This is an optimization exercise on Yosys and OpenROAD, whose aim is small area, not a production implementation.
In this exercise RTL edits were held to simulation tests only and were not proved equivalent to the original.

==> inputs of job 4439 <==
// matrix_mult
module matrix_mult(
    input clock,
    input reset,  
    input enable,
    input  [127:0] A,
    input  [127:0] B,
    output reg [127:0] C,
    output reg done
    );
clock: 10.0 ns
lec_check: 0
cap_margin: 20
core_margin: 2
core_utilization: 45
place_density: 0.55
slew_margin: 20
standard.sh (not shown) runs the stock make flow with config.mk's settings and CLKGATE_MAP_FILE= SYNTH_SCRIPT=/design/flow/synth_recipe.tcl, a recipe that flattens the netlist after the stock synthesis.
==> flow/flow/run.sh <==
#!/bin/bash
# Layout flow: the standard synthesis, then the same circuit as a gate
# netlist written by gen2.py (which keeps the standard synthesis's registers,
# names and cell types), then the standard layout with the port buffers
# made of buf_1 cells.
set -euo pipefail
LOW=8
R=orfs/results/${FLOW_PLATFORM}/matrix_mult/base

bash standard.sh synth > synth_standard.log 2>&1

# 2. the gate netlist of the same circuit
python3 flow/gen2.py --low $LOW --rtl > gen_rtl.v 2> gen_rtl.log
if ! cmp -s gen_rtl.v design.v; then
    echo "warning: design.v differs from gen2.py --rtl" >> gen_rtl.log
fi
cp $R/1_2_yosys.v synth_standard_netlist.v
python3 flow/gen2.py --low $LOW --netlist synth_standard_netlist.v > netlist.v 2> gen_netlist.log
cp netlist.v $R/1_2_yosys.v
rm -f $R/1_synth.odb $R/1_synth.sdc
bash standard.sh synth > synth_netlist.log 2>&1

# 3. the standard layout
bash standard.sh "BUFFER_PORTS_ARGS=-buffer_cell sky130_fd_sc_hd__buf_1" finish > layout.log 2>&1
Other scripts of this flow, unchanged in this note and not shown: flow/flow/gen2.py
==> job 9046 (differences from job 4439) <==
CELL_PAD_IN_SITES_DETAIL_PLACEMENT = 1   (was unset)
CELL_PAD_IN_SITES_GLOBAL_PLACEMENT = 1   (was unset)
==> flow_metrics.tcl <==
set metrics [dict create \
    cpMaxStageDelayCell "fa_1" \
    hold_slack_ns 0.546 \
    status "timing/DRC/antenna clean" \
    grt_use_met1_pct 49.6 \
    fin_cells 3111 \
    grt_usage_pct 37.1 \
    wl_met3_mm 15.9 \
    pre_cts_slack_ns -0.246 \
    cp.depth 25 \
    grt_pass1_vias 23300 \
]
(the above is from job 4439)
==> flow_metrics.tcl <==
set metrics [dict create \
    status "timing/DRC/antenna clean" \
    cpMaxStageDelayCell "fa_2" \
    hold_slack_ns 0.548 \
    wl_met3_mm 13.2 \
    grt_usage_pct 38.1 \
    fin_cells 3138 \
    cp.depth 24 \
]
(the above is from job 9046)

========
==> inputs of branch yarrow <==
Another version of the RTL of matrix_mult (not shown whole).
Settings: LEC_CHECK=0, CAP_MARGIN=20, CORE_MARGIN=2, CORE_UTILIZATION=60, PLACE_DENSITY=0.68, SLEW_MARGIN=20; clock period 10.0 ns.
Scripts as last shown in full above: flow/flow/run.sh
Other scripts of this flow, unchanged in this note and not shown: flow/flow/gen2.py
==> branch harbor: changes against branch yarrow <==
CORE_UTILIZATION = 45   (was 60)
CTS_BUF_LIST = sky130_fd_sc_hd__clkbuf_4 sky130_fd_sc_hd__clkbuf_8   (was unset)
PLACE_DENSITY = 0.55   (was 0.68)
==> branch zinc: changes against branch yarrow <==
CAP_MARGIN = 10   (was 20)
CORE_UTILIZATION = 45   (was 60)
CTS_BUF_LIST = sky130_fd_sc_hd__clkbuf_4 sky130_fd_sc_hd__clkbuf_8   (was unset)
PLACE_DENSITY = 0.55   (was 0.68)
SLEW_MARGIN = 10   (was 20)
==> summary.md <==
| Metric | Value |
|---|---|
| Status | timing/DRC/antenna clean |
| Fin util | about half |
| Finished Layout Cells | ~3100 |
| Total Wirelength | 102000 um |
| Final non-clock buffer share | 6.96% |
| Fin crit share | 97.0% |
| Worst skew pair latency | 0.53 ns |
| Critical Path RT | 10.24 ns |
| CP peak stage delay | 0.44 ns |
| Commonest cells after routing, fill and taps aside | a222oi_1 (512), fa_1 (474), buf_1 (387) |
| Post-placement cell count | 3026 |
| Initial DRC count | 6933 |
| WL/cell | 33.2 um |
| M2 GR Usage | between 50% and 60% |
| Die width | 239 um |
# the run above: branch harbor

==> summary.md <==
| Metric | Value |
|---|---|
| Commonest cells after routing, fill and taps aside | a222oi_1 (512), fa_1 (473), buf_1 (387) |
| Finished Layout Cells | 2866 |
| Final non-clock buffer share | between 6 and 7% |
| Status | timing/DRC/antenna clean |
| Die width | around 210 um |
| CP peak stage delay | 0.45 ns |
| M2 GR Usage | 67.4% |
| Total Wirelength | ~98000 um |
| Critical Path RT | 10.20 ns |
# the run above: branch yarrow

==> summary.md <==
| Metric | Value |
|---|---|
| Final non-clock buffer share | slightly below 7% |
| Commonest cells after routing, fill and taps aside | a222oi_1 (512), fa_1 (474), buf_1 (387) |
| Fin crit share | 97.0% |
| Worst skew pair latency | 0.53 ns |
| Die width | 239 um |
| Finished Layout Cells | 3059 |
| CP peak stage delay | 0.44 ns |
| M2 GR Usage | 53.1% |
| Critical Path RT | 10.24 ns |
| Initial DRC count | between 6000 and 7000 |
| Total Wirelength | 102000 um |
| Status | timing/DRC/antenna clean |
| WL/cell | 33.2 um |
# the run above: branch zinc

## re-timing with driven ports
No port has a modelled driver above. Below, the same layouts with a new extraction and two added sets of constraints. Step 1: set_driving_cell puts a clkbuf_16 on clock and a buf_2 on each other input, an assumption about the parent block. Step 2 also shifts input and output timing later by t, the mid clock arrival at the registers, as if the neighbouring blocks saw the same clock. Slacks: ideal / step 1 / step 2; pairs: ideal / step 1.
| run | t, ns | setup slack, ns | worst register clock-pin slew, ns |
|---|---|---|---|
| job 4439 | 0.519 | 0.315 / 0.315 / 0.098 | 0.08 / 0.08 |
| job 9046 | 0.518 | 0.277 / 0.277 / 0.196 | 0.09 / 0.09 |
| branch yarrow | 0.537 | 0.335 / 0.335 / 0.207 | 0.10 / 0.10 |
| branch harbor | 0.585 | 0.295 / 0.295 / 0.295 | 0.11 / 0.11 |
| branch zinc | 0.585 | 0.295 / 0.295 / 0.295 | 0.11 / 0.11 |
After both steps every run listed still meets setup and hold. For job 4439, which loses most, drivers alone change the setup slack by 0.000 ns; drivers and shift together by -0.217 ns.
